From an optimization exercise on the open Yosys and OpenROAD flow, aimed at small area and a short achievable clock period; shortcuts taken in it are not production practice.
Where RTL was checked, it was by simulation tests only, not by an equivalence proof against the original.
Only the layout flow was run in runs 2 and 3; the RTL was not checked for function there.

==> flow/design.v <==
`timescale 1ns / 1ps
module mod (
    input logic clk,
    input logic reset,
    input logic [15:0] samp,
    output logic pull,
    output logic pdata
);
    localparam logic signed [39:0] THRESHOLD = 28'h14CCCCC;
    typedef enum logic {
        RESET = 1'b0,
        SET = 1'b1
    } set_rest;
    set_rest state, next_state;
    logic [7:0] oversample_counter, next_oversample_oversample_counter;
    logic signed [39:0] sample_reg, next_sample_reg;
    logic dout, next_dout;
    logic signed [39:0] integrator_1, next_integrator_1;
    logic signed [39:0] integrator_2, next_integrator_2;
    logic signed [39:0] delta_1, delta_2;
    always_ff @(posedge clk or posedge reset) begin
        if (reset) begin
            state <= RESET;
            oversample_counter <= 0;
            sample_reg <= 0;
            integrator_1 <= 0;
            integrator_2 <= 0;
            dout <= 0;
        end else begin
            state <= next_state;
            oversample_counter <= next_oversample_oversample_counter;
            sample_reg <= next_sample_reg;
            integrator_1 <= next_integrator_1;
            integrator_2 <= next_integrator_2;
            dout <= next_dout;
        end
    end
    always @(*) begin
        next_state = state;
        if (state == RESET) begin
            next_state = SET;
        end 
    end
    always @(*) begin
        next_oversample_oversample_counter = oversample_counter;
        next_sample_reg = sample_reg;
        if (state == RESET) begin
            next_sample_reg = {16'b0, samp, 8'b0};
        end else if (state == SET) begin
            if (oversample_counter == 8'b11111111) begin
                next_oversample_oversample_counter = '0;
                next_sample_reg = {16'b0, samp, 8'b0};
            end else begin
                next_oversample_oversample_counter = oversample_counter + 1;
            end
        end
    end
    always @(*) begin
        next_integrator_1 = integrator_1;
        next_integrator_2 = integrator_2;
        next_dout = dout;
        delta_1 = 0;
        delta_2 = 0;
        if (state == SET) begin
            if (integrator_2 >= THRESHOLD) begin
                delta_2 = -THRESHOLD;
                delta_1 = -(2**24);
                next_dout = 1;
            end else begin
                delta_2 = 0;
                delta_1 = 0;
                next_dout = 0;
        end
        next_integrator_2 = integrator_2 + integrator_1 + delta_2;
        next_integrator_1 = integrator_1 + sample_reg + delta_1;
        end
    end
    assign pull = (state == RESET) || (oversample_counter == 8'hFF);
    assign pdata = dout;
endmodule
==> flow/run.sh <==
#!/bin/bash
# synth_recipe.tcl (not shown) runs the flow's synth.tcl, then flattens the netlist and writes it again
# the make line also repeats each setting of config.mk as NAME=value (left out here)
make -C /OpenROAD-flow-scripts/flow DESIGN_CONFIG=/design/flow/config.mk WORK_HOME=/design/flow/orfs CLKGATE_MAP_FILE= SYNTH_SCRIPT=/design/flow/synth_recipe.tcl finish
==> flow/config.mk <==
export PLATFORM = sky130hd
export DESIGN_NAME = mod
export DESIGN_NICKNAME = mod
export VERILOG_FILES = /design/flow/design.v
export SDC_FILE = /design/flow/constraint.sdc
export NUM_CORES = 4
export LEC_CHECK = 0
export CAP_MARGIN = 20
export CORE_MARGIN = 2
export CORE_UTILIZATION = 40
export SLEW_MARGIN = 20
==> flow/constraint.sdc <==
create_clock -name core_clock -period 5.2 [get_ports {clk}]
set_input_delay 1.0400 -clock core_clock [delete_from_list [all_inputs] [get_ports {clk}]]
set_output_delay 1.0400 -clock core_clock [all_outputs]
set_load 0.01 [all_outputs]
==> results of run 1 <==
-- worst paths after layout --
path | startpoint | end | slack [ns] | cells past startpoint
setup / recovery | integrator_2[32]$_DFFE_PP0P_ | integrator_2[38]$_DFFE_PP0P_ | 0.31 | 19
hold / removal | oversample_counter[7]$_DFFE_PP0P_ | oversample_counter[7]$_DFFE_PP0P_ | 0.50 | 1
setup reg to reg | integrator_2[32]$_DFFE_PP0P_ | integrator_2[38]$_DFFE_PP0P_ | 0.31 | 19
hold reg to reg | oversample_counter[7]$_DFFE_PP0P_ | oversample_counter[7]$_DFFE_PP0P_ | 0.50 | 1
max in group asynchronous | reset | integrator_2[9]$_DFFE_PP0P_ | 3.29 | 3
min in group asynchronous | reset | integrator_1[34]$_DFFE_PP0P_ | 1.08 | 2
-- layout make-up --
class / instances / area, sq um / share of cell area [%]
Inverter: 84 / 317.8 / 3.634
Tap cell: 265 / 331.6 / 3.792
Clock inverter: 6 / 67.56 / 0.7726
Clock buffer: 10 / 239.0 / 2.733
Multi-Input combinational cell: 642 / 5095 / 58.26
Timing Repair Buffer: 32 / 287.8 / 3.291
Sequential cell: 96 / 2406 / 27.51
-- cell families after synthesis --
logic type,share of synthesized area (%)
adder cells (fa/ha/maj),18.52
multiplexers,7.272
AND/OR/NAND/NOR,12.13
other,0.09552
XOR/XNOR,6.572
AO/OA/AOI/OAI,19.72
buffers and inverters,5.140
flip-flops,30.55
-- critical path, delay by kind of cell, from the launching register on --
family          cells  cell delay (ns)
compound gates      8             1.37
simple gates        4             1.24
fa+ha+maj           2             0.84
buf+inv             3             0.66
flops               1             0.39
xor+xnor            1             0.16
mux                 1             0.08
-- timing repair --
item                       in CTS  in global routing
buffers inserted                0                  0
resized for setup               0                  5
setup endpoints to repair       0                 11
hold endpoints to repair        0                  0
-- stage by stage --
stage | instance area [sq um] | worst slack, ns
4_1_cts | 8711 | 0.1238
3_3_place_gp | 8404 | 0.2455
3_5_place_dp | 8404 | 0.1891
2_1_floorplan | 7864 | 0.07626
6_report | 8745 | 0.3063
5_1_grt | 8745 | 0.01853
-- metal layers --
metal  track usage (%)  vias up  wire, um
met5                 0        -         0
met4             4.905        0       242
met3             2.351       16       401
met2             28.77       70      7728
met1             24.51     2840      8578
li1                  -     3045         -
-- synth_stat cells, types with 6 or more instances --
master / instances / area (sq um)
dfrtp_1: 96 / 2402
inv_1: 84 / 315.3
ha_1: 78 / 975.9
a21oi_1: 67 / 335.3
nand2_1: 62 / 232.7
nor2_1: 43 / 161.4
mux2_2: 41 / 461.7
o21ai_0: 41 / 205.2
xnor2_1: 36 / 315.3
a21o_1: 33 / 247.7
fa_1: 24 / 480.5
xor2_1: 23 / 201.4
clkbuf_1: 16 / 60.06
nand4_1: 15 / 93.84
nand3_1: 14 / 70.07
nor3_1: 12 / 60.06
mux2i_1: 11 / 110.1
o21bai_1: 11 / 82.58
a31oi_1: 10 / 62.56
o21a_1: 10 / 75.07
o31ai_1: 10 / 75.07
nand2b_1: 7 / 43.79
a211oi_1: 6 / 45.04
and3_1: 6 / 37.54
nor4_1: 6 / 37.54
or3_1: 6 / 37.54
==> flow_metrics.tcl, run 1 <==
set metrics [dict create \
    status "complete, no violations" \
    path_cells "nor4_2 > buf_4 > nand4_1 > nor4_2 > o21ai_0 > a21oi_1 > a41o_2 > buf_4 > buf_4 > fa_1 > ha_1 > a21oi_1 > o21ai_1 > a31oi_1 > o21ai_0 > or4b_1 > a31oi_1 > xor2_1 > mux2i_1" \
    maxCapViolations 0 \
    end_kind "flip-flop" \
    die_w_um 144.2 \
    drive_gt1_share_pct 10.80 \
    cp-start-kind "flip-flop" \
    skew_ns 0.01362 \
    grt_max_degree 66 \
    critical_path.max_fanout 19 \
    ant_nets 0 \
    clkSlewWorstSetupHoldPaths_ns 0.08 \
    synth_nets 965 \
    root_buffer "clkbuf_16" \
    synth_cells 845 \
    max_freq_ghz 0.2043 \
    gp_congestion 0.8141 \
    cts_hold_buf 0 \
    hold_class "reg2reg" \
    gr-total-overflow 0 \
    largest_reg_flops 38 \
    critPathMaxStageDelay_ns 0.48 \
    htreeDepth 3 \
    die-height_um 144.2 \
    syn_area_sq_um 7863 \
    clk_latency_ns 0.36 \
    async_reset_ff_share_pct 100.0 \
    num_vias 5971 \
    layout_common_cells "dfrtp_1 (95), inv_1 (83), ha_1 (78)" \
    first_iter_violations 342 \
    crit_required_ns 5.41 \
    io_buffers 19 \
    ys_ff_latch 96 \
    dp_cells 1119 \
    wirelength_um 16950 \
    fill_cells 1911 \
    cp.arrival_ns 5.11 \
    wl_per_cell_um 14.93 \
    hold_viol 0 \
    path_class "reg2reg" \
    cts_buffer_depth 2 \
    initial_utilization_pct 40.53 \
    numClockSinks 96 \
    post-route-drc-count 0 \
    final_max_slew_viol_count 0 \
    avgSynthCellArea_sq_um 9.305 \
    ys_seq_area_share_pct 30.55 \
    area_delta_synth_final_pct 11.22 \
    grt_use_total_pct 17.58 \
    slew_headroom_pct 38.44 \
    nets 985 \
    rows 51 \
    tns_ns 0 \
    fin_crit_ns 4.894 \
    rsz0062_at_grt "false" \
    antenna_found_initial 0 \
    grt_first_pass_wirelength_um 29240 \
    setup_viol 0 \
    fin_cells 1135 \
    synth-edff-count 0 \
    crit_top_cell "buf_4" \
    die-area_sq_um 20790 \
    dp_hpwl_um 12880 \
    utilization_pct 45.08 \
    grt_pass1_vias 5879 \
    drtPass1Iterations 5 \
    yosysWarnings 1 \
    cts_tree "built" \
    final_common_cell "dfrtp_1" \
    tightest_slew_ns 0.9224 \
    whs_ns 0.4971 \
    numCtsBuffers 9 \
    num_antenna_cells 0 \
    finalCritPeriodShare_pct 94.11 \
    ys_types 70 \
    core_area_sq_um 19400 \
    io_pins 20 \
    via_per_inst 5.261 \
    slowest_stage "or4b_1" \
    synth_ff_type "dfrtp_1" \
]
==> inputs of run 2 (changes only) <==
==> flow/design.v (replaced) <==
`timescale 1ns / 1ps
module mod (
    input logic clk,
    input logic reset,
    input logic [15:0] samp,
    output logic pull,
    output logic pdata
);
    localparam logic [39:0] TH  = 40'h00014CCCCC;
    localparam logic [39:0] ONE = 40'h0001000000;
    localparam logic [39:0] K   = ~(TH + ONE) + 40'd1;    
    logic [7:0]  cnt;
    logic [15:0] sv;
    logic [39:2] x;
    logic [39:8] p;
    logic        q;
    logic        c0, c1, q_n;
    logic [39:2] x_n;
    logic [39:8] p_n;
    assign c0 = ({x, 2'b00} >= TH) && !x[39];
    assign c1 = ({x, 2'b00} >= (TH << 1)) && ({x, 2'b00} < (40'h8000000000 + TH));
    assign q_n = q ? c1 : c0;
    assign x_n = x + {p, 6'b0} + (q ? K[39:2] : 38'd0);
    assign p_n = p + {{16{q}}, sv};
    always_ff @(posedge clk or posedge reset) begin
        if (reset) begin
            cnt <= 8'hFF;
            sv  <= '0;
            x   <= '0;
            p   <= '0;
            q   <= 1'b0;
        end else begin
            cnt <= cnt + 8'd1;
            if (cnt == 8'hFF) sv <= samp;
            x <= x_n;
            p <= p_n;
            q <= q_n;
        end
    end
    assign pull  = (cnt == 8'hFF);
    assign pdata = q;
endmodule
==> run 2 against run 1 <==
  * Global-route usage is 0.33 points higher
  * Critical path type unchanged
  * Sequential cell count down 1
  * Via count down 6.8%
  * Worst setup slack improved by 1.3 ns
  * Clock skew is 0.0014 ns lower
  * Fmax increased by 35%
  * Sequential share of layout area increased by 2.4 points
  * Final cell count down 11%
  * Highest routed layer unchanged
==> flow_metrics.tcl, run 2 <==
set metrics [dict create \
    status "complete, no violations" \
    gr-total-overflow 0 \
    via_per_inst 5.534 \
    reg2regPathDepth 10 \
    slew_headroom_pct 45.55 \
    tns_ns 0 \
    synth_top_area_cell "dfrtp_1" \
    wirelength_um 16360 \
    hold_path_end "cnt[0]$_DFF_PP1_" \
    first_iter_violations 380 \
    io_pins 20 \
    final_max_slew_viol_count 0 \
    register_area_sq_um 2389 \
    final_common_cell "dfrtp_1" \
    layout_common_cells "dfrtp_1 (86), ha_1 (77), a21oi_1 (67)" \
    use_met3_pct 2.598 \
    setup_viol 0 \
    cts_hold_buf 0 \
    grt_max_degree 66 \
    synth_top_area_share_pct 30.10 \
    die_w_um 138.5 \
    maxCapViolations 0 \
    rows 49 \
    io_buffers 19 \
    grt_first_pass_wirelength_um 27900 \
    hp-start "cnt[0]$_DFF_PP1_" \
    top_usage_layer "met2" \
    fin_area_sq_um 7993 \
    tightest_slew_ns 0.8167 \
    max_freq_ghz 0.2752 \
    skew_ns 0.01223 \
    r2r-end "x[37]$_DFF_PP0_" \
    dp_slack_ns 1.620 \
    ys_top_cells_by_area "dfrtp_1 (30%), ha_1 (13%), fa_1 (6.6%), a21oi_1 (4.6%), xnor2_1 (4.6%)" \
    root_buffer "clkbuf_16" \
    num_vias 5567 \
    path_cells "buf_4 > fa_1 > ha_1 > nand3_1 > a2111oi_2 > o311ai_1 > a32oi_1 > nand3_1 > a311oi_2 > xor2_1" \
    ys_seq_area_share_pct 33.00 \
    whs_path_depth 1 \
    largest_reg_flops 38 \
    fill_cells 1683 \
    yosysMostFrequentCell "dfrtp_1" \
    post-route-drc-count 0 \
    synth_nets 872 \
    die-area_sq_um 19170 \
    critical_path.max_fanout 38 \
    cts_buffer_depth 2 \
    gp_congestion 0.8738 \
    num_antenna_cells 0 \
    largest-register "x" \
    crit_top_cell "nand3_1" \
    end_kind "flip-flop" \
    critPathMaxStageDelay_ns 0.54 \
    hold_class "reg2reg" \
    ys_types 68 \
    nets 891 \
    reg2reg_slack_ns 1.57 \
    grt_use_met2_pct 26.86 \
    layout_setup_ws_ns 1.566 \
    core_area_sq_um 17840 \
    slowest_stage "buf_4" \
    htreeDepth 3 \
    synth_cells 753 \
    drtPass1Iterations 5 \
    area_delta_synth_final_pct 10.50 \
    cts_setup_buffers 0 \
    fin_cells 1006 \
    synth_ff_type "dfrtp_1" \
    cp_top_family "compound AO/OA/AOI/OAI gates" \
    antenna_found_initial 0 \
    ant_nets 0 \
    placed_area_sq_um 7684 \
    dp_hpwl_um 12650 \
    hold_viol 0 \
    clkSlewWorstSetupHoldPaths_ns 0.07 \
    path_class "reg2reg" \
    finalCritPeriodShare_pct 69.89 \
    cp-start-kind "flip-flop" \
    initial_utilization_pct 40.54 \
    utilization_pct 44.80 \
    grt_pass1_vias 5572 \
    cts-resized-gates 0 \
    numClockSinks 95 \
    grt_use_total_pct 17.92 \
    cp.arrival_ns 3.92 \
    synthTopCellsByCount "dfrtp_1 (87), ha_1 (77), a21oi_1 (67), nand2_1 (55), inv_1 (50)" \
    drive_gt1_share_pct 6.821 \
    syn_area_sq_um 7233 \
    rsz0062_at_grt "false" \
    r2r-start "q$_DFF_PP0_" \
    crit_required_ns 5.48 \
    ys_ff_latch 95 \
    async_reset_ff_share_pct 100.0 \
    multi_input_area_sq_um 4606 \
    synth-edff-count 0 \
    fin_crit_ns 3.634 \
    avgSynthCellArea_sq_um 9.606 \
    numCtsBuffers 9 \
    crit_buf_inv 1 \
    dp_cells 990 \
    clk_latency_ns 0.36 \
    cts_tree "built" \
    yosysWarnings 1 \
    die-height_um 138.5 \
    wl_per_cell_um 16.26 \
    globalRouteMet1Util_pct 26.84 \
]
## run 2: cell count changes after synthesis, moves of 8 or more
cell	previous run	this run
a21o_1	33	24
dfrtp_1	96	87
dfstp_2	0	8
inv_1	84	50
mux2_2	41	16
mux2i_1	11	2
nand4_1	15	7
o211ai_1	2	15
o21ai_0	41	29
o31ai_1	10	2
## run 2: worst max-delay path by stage
stage | startpoint | endpoint | slack [ns] | cells past startpoint
after detailed placement | q$_DFF_PP0_ | x[39]$_DFF_PP0_ | 1.62 | 10
after global routing | q$_DFF_PP0_ | x[37]$_DFF_PP0_ | 1.31 | 10
after floorplan | q$_DFF_PP0_ | x[39]$_DFF_PP0_ | 0.66 | 11
after global placement | q$_DFF_PP0_ | x[37]$_DFF_PP0_ | 1.69 | 10
after CTS | q$_DFF_PP0_ | x[37]$_DFF_PP0_ | 1.61 | 10
final | q$_DFF_PP0_ | x[37]$_DFF_PP0_ | 1.57 | 10
## run 2: layout make-up
| type | count | area share, % |
|---|---|---|
| Timing Repair Buffer | 22 | 2.661 |
| Tap cell | 229 | 3.585 |
| Sequential cell | 95 | 29.88 |
| Clock inverter | 6 | 1.002 |
| Clock buffer | 10 | 2.865 |
| Inverter | 50 | 2.379 |
| Multi-Input combinational cell | 594 | 57.62 |
## run 2: layer usage
metal  vias up  wire length [um]
met5         -                 0
met4         0               313
met3        24               509
met2        85              7078
met1      2675              8454
li1       2783                 -
## run 2: cell families (layout without fill, tap and decap cells)
| group | Yosys count | count (layout) | synth area share [%] |
|---|---|---|---|
| AOI/OAI and AO/OA | 218 | 218 | 20.22 |
| and+or+nand+nor | 191 | 191 | 12.73 |
| adders and majority gates | 101 | 101 | 19.96 |
| DFF | 95 | 95 | 33.00 |
| xor gates and xnor gates | 66 | 66 | 7.992 |
| buffers and inverters | 64 | 88 | 3.321 |
| muxes | 18 | 18 | 2.768 |
## run 2: worst reg2reg max path, stage by stage (launching register included)
cell       delay (ns)
dfrtp_2          0.35
buf_4            0.54
fa_1             0.53
ha_1             0.40
nand3_1          0.14
a2111oi_2        0.29
o311ai_1         0.19
a32oi_1          0.53
nand3_1          0.19
a311oi_2         0.25
xor2_1           0.16
## run 2: metrics by stage
stage / hold WS [ns]
after floorplan: 0.4324
after global placement: 0.4437
after detailed placement: 0.4475
after CTS: 0.4667
after global routing: 0.4801
final: 0.4630
==> inputs of run 3 (changes only) <==
--- a/flow/config.mk
+++ b/flow/config.mk
@@ -9,3 +9,4 @@
 export CORE_MARGIN = 2
 export CORE_UTILIZATION = 40
+export SETUP_SLACK_MARGIN = 2.5
 export SLEW_MARGIN = 20
==> run 3 against run 2 <==
  * Final area increased by 14%
  * First-iteration DRC count decreased by 30%
  * Clock-buffer cell count up 1
  * Clock skew decreased by 0.0043 ns
  * Register-to-register slack improved by 0.42 ns
  * Via count up 6.3%
  * Sequential share of layout area fell by 3.5 points
  * Sequential cell count unchanged
  * Global-route usage grew 0.87 points
  * Critical path type unchanged
==> flow_metrics.tcl, run 3 <==
set metrics [dict create \
    ant_nets 0 \
    cts_tree "built" \
    syn_area_sq_um 7233 \
    die_w_um 138.5 \
    critPathMaxStageDelay_ns 0.51 \
    dp_hpwl_um 12620 \
    grt_use_total_pct 18.79 \
    whs_ns 0.5033 \
    synth_ff_type "dfrtp_1" \
    antenna_found_initial 1 \
    rows 49 \
    synth_cells 753 \
    root_buffer "clkbuf_16" \
    post-route-drc-count 0 \
    wl_per_cell_um 17.32 \
    numClockSinks 95 \
    grt_pass1_vias 5824 \
    yosysMostFrequentCell "dfrtp_1" \
    critical_path.max_fanout 6 \
    path_cells "clkinvlp_4 > buf_6 > fa_1 > inv_2 > ha_4 > and4_1 > buf_4 > buf_4 > nand3_1 > o21ai_2 > a31oi_4 > o211a_1 > a311oi_1" \
    numCtsBuffers 9 \
    fin_cells 1053 \
    async_reset_ff_share_pct 100.0 \
    finalCritPeriodShare_pct 61.74 \
    dp_cells 991 \
    grt_max_degree 41 \
    first_iter_violations 267 \
    io_pins 20 \
    largest_reg_flops 38 \
    wirelength_um 18240 \
    clk_latency_ns 0.36 \
    hold_viol 0 \
    via_per_inst 5.622 \
    htreeDepth 3 \
    skew_ns 0.007930 \
    slowest_stage "fa_1" \
    gp_congestion 0.8505 \
    fin_crit_ns 3.210 \
    area_delta_synth_final_pct 25.43 \
    synth-edff-count 0 \
    final_max_slew_viol_count 0 \
    die-area_sq_um 19170 \
    core_area_sq_um 17840 \
    synth_top_area_share_pct 30.10 \
    yosysWarnings 1 \
    status "complete, no violations" \
    setup_viol 0 \
    slew_headroom_pct 56.13 \
    die-height_um 138.5 \
    crit_required_ns 5.46 \
    cts_hold_buf 0 \
    reg2regPathDepth 13 \
    layout_common_cells "dfrtp_1 (86), ha_1 (58), a21oi_1 (54)" \
    synth_nets 872 \
    maxCapViolations 0 \
    synthTopCellsByCount "dfrtp_1 (87), ha_1 (77), a21oi_1 (67), nand2_1 (55), inv_1 (50)" \
    ys_top_cells_by_area "dfrtp_1 (30%), ha_1 (13%), fa_1 (6.6%), a21oi_1 (4.6%), xnor2_1 (4.6%)" \
    drtPass1Iterations 5 \
    cp-start-kind "flip-flop" \
    hold_class "reg2reg" \
    tns_ns 0 \
    tightest_slew_ns 0.6566 \
    path_class "reg2reg" \
    gr-total-overflow 0 \
    nets 937 \
    largest-register "x" \
    cts_buffer_depth 2 \
    grt_first_pass_wirelength_um 29200 \
    cp.arrival_ns 3.47 \
    clkSlewWorstSetupHoldPaths_ns 0.07 \
    whs_path_depth 1 \
    initial_utilization_pct 40.54 \
    ys_types 68 \
    end_kind "flip-flop" \
    rsz0062_at_grt "true" \
    max_freq_ghz 0.3115 \
    ys_seq_area_share_pct 33.00 \
    avgSynthCellArea_sq_um 9.606 \
    io_buffers 19 \
    ys_ff_latch 95 \
    num_vias 5920 \
    crit_top_cell "buf_4" \
    final_common_cell "dfrtp_1" \
    drive_gt1_share_pct 23.21 \
    synth_top_area_cell "dfrtp_1" \
]
## run 3: cell counts after synthesis
Identical to the previous run, type by type.
## run 3: cell families after synthesis
logic type,share of synthesized area [%]
simple gates,12.73
fa+ha+maj,19.96
flops,33.00
buf+inv,3.321
xor+xnor,7.992
compound gates,20.22
mux,2.768
## run 3: layout make-up
type	count	area [sq um]
diodes	1	2.502
flip-flops and latches	95	2391
repair buffers	68	616.8
clock buffers	11	232.7
fillers	1545	8768
well taps	229	286.5
multi-input cells	594	5300
clock inverters	5	47.55
inverters	50	195.2
## run 3: timing repair
action                     4_1_cts  5_1_grt
pin swaps                       34       41
setup buffers                   23       22
gates cloned                     0        0
resized for setup               76       74
setup endpoints to repair       37       35
## run 3: per-layer routing
layer / wire length (um) / track usage, % / share of wire [%] / vias up
met1: 8851 / 27.44 / 49 / 2865
met2: 8180 / 28.37 / 45 / 147
met5: 0 / 0 / 0 / -
met4: 477 / 7.411 / 2.6 / 0
li1: - / - / - / 2881
met3: 732 / 2.494 / 4.0 / 27
## run 3: worst max-delay path: cells and delay by family (launching register included)
kind	cells	cell delay (ns)
buffers and inverters	5	0.61
adder cells (fa/ha/maj)	2	0.82
AND/OR/NAND/NOR	2	0.35
AO/OA/AOI/OAI	4	0.88
flip-flops	1	0.45
## run 3: final timing paths
| check | from | end | slack, ns |
|---|---|---|---|
| hold / removal | cnt[4]$_DFF_PP1_ | cnt[4]$_DFF_PP1_ | 0.50 |
| min in group asynchronous | reset | x[5]$_DFF_PP0_ | 1.13 |
| setup reg to reg | q$_DFF_PP0_ | x[39]$_DFF_PP0_ | 1.99 |
| hold reg to reg | cnt[4]$_DFF_PP1_ | cnt[4]$_DFF_PP1_ | 0.50 |
| max in group asynchronous | reset | cnt[7]$_DFF_PP1_ | 3.15 |
| setup / recovery | q$_DFF_PP0_ | x[39]$_DFF_PP0_ | 1.99 |
## run 3: stage by stage
stage | worst slack [ns] | util (%) | instance area, sq um
after floorplan | 1.347 | - | 7239
after global placement | 1.512 | 43.12 | 7692
after detailed placement | 1.385 | 43.12 | 7692
after CTS | 2.044 | 47.76 | 8521
after global routing | 1.894 | 50.84 | 9070
final | 1.990 | 50.85 | 9072

-- static timing again, ports no longer ideal --
The results above use ideal ports. As a check the final layouts listed here were re-extracted and re-timed, cells and wires unchanged.
Step 1 assumes that a clkbuf_16 drives the clock port and a buf_2 every other input.
Step 2 also shifts input and output timing later by t, the mid clock arrival at the registers, as if the neighbouring blocks saw the same clock.
Slacks: no drivers / after step 1 / after step 2; pairs: no drivers / after step 1.
run	t (ns)	slack for setup (ns)	latest minus earliest clock arrival (ns)
run 1	0.393	0.306 / 0.306 / 0.306	0.014 / 0.014
run 2	0.395	1.566 / 1.566 / 1.566	0.013 / 0.012
run 3	0.396	1.990 / 1.990 / 1.990	0.008 / 0.008
After both steps every run listed still meets setup and hold.
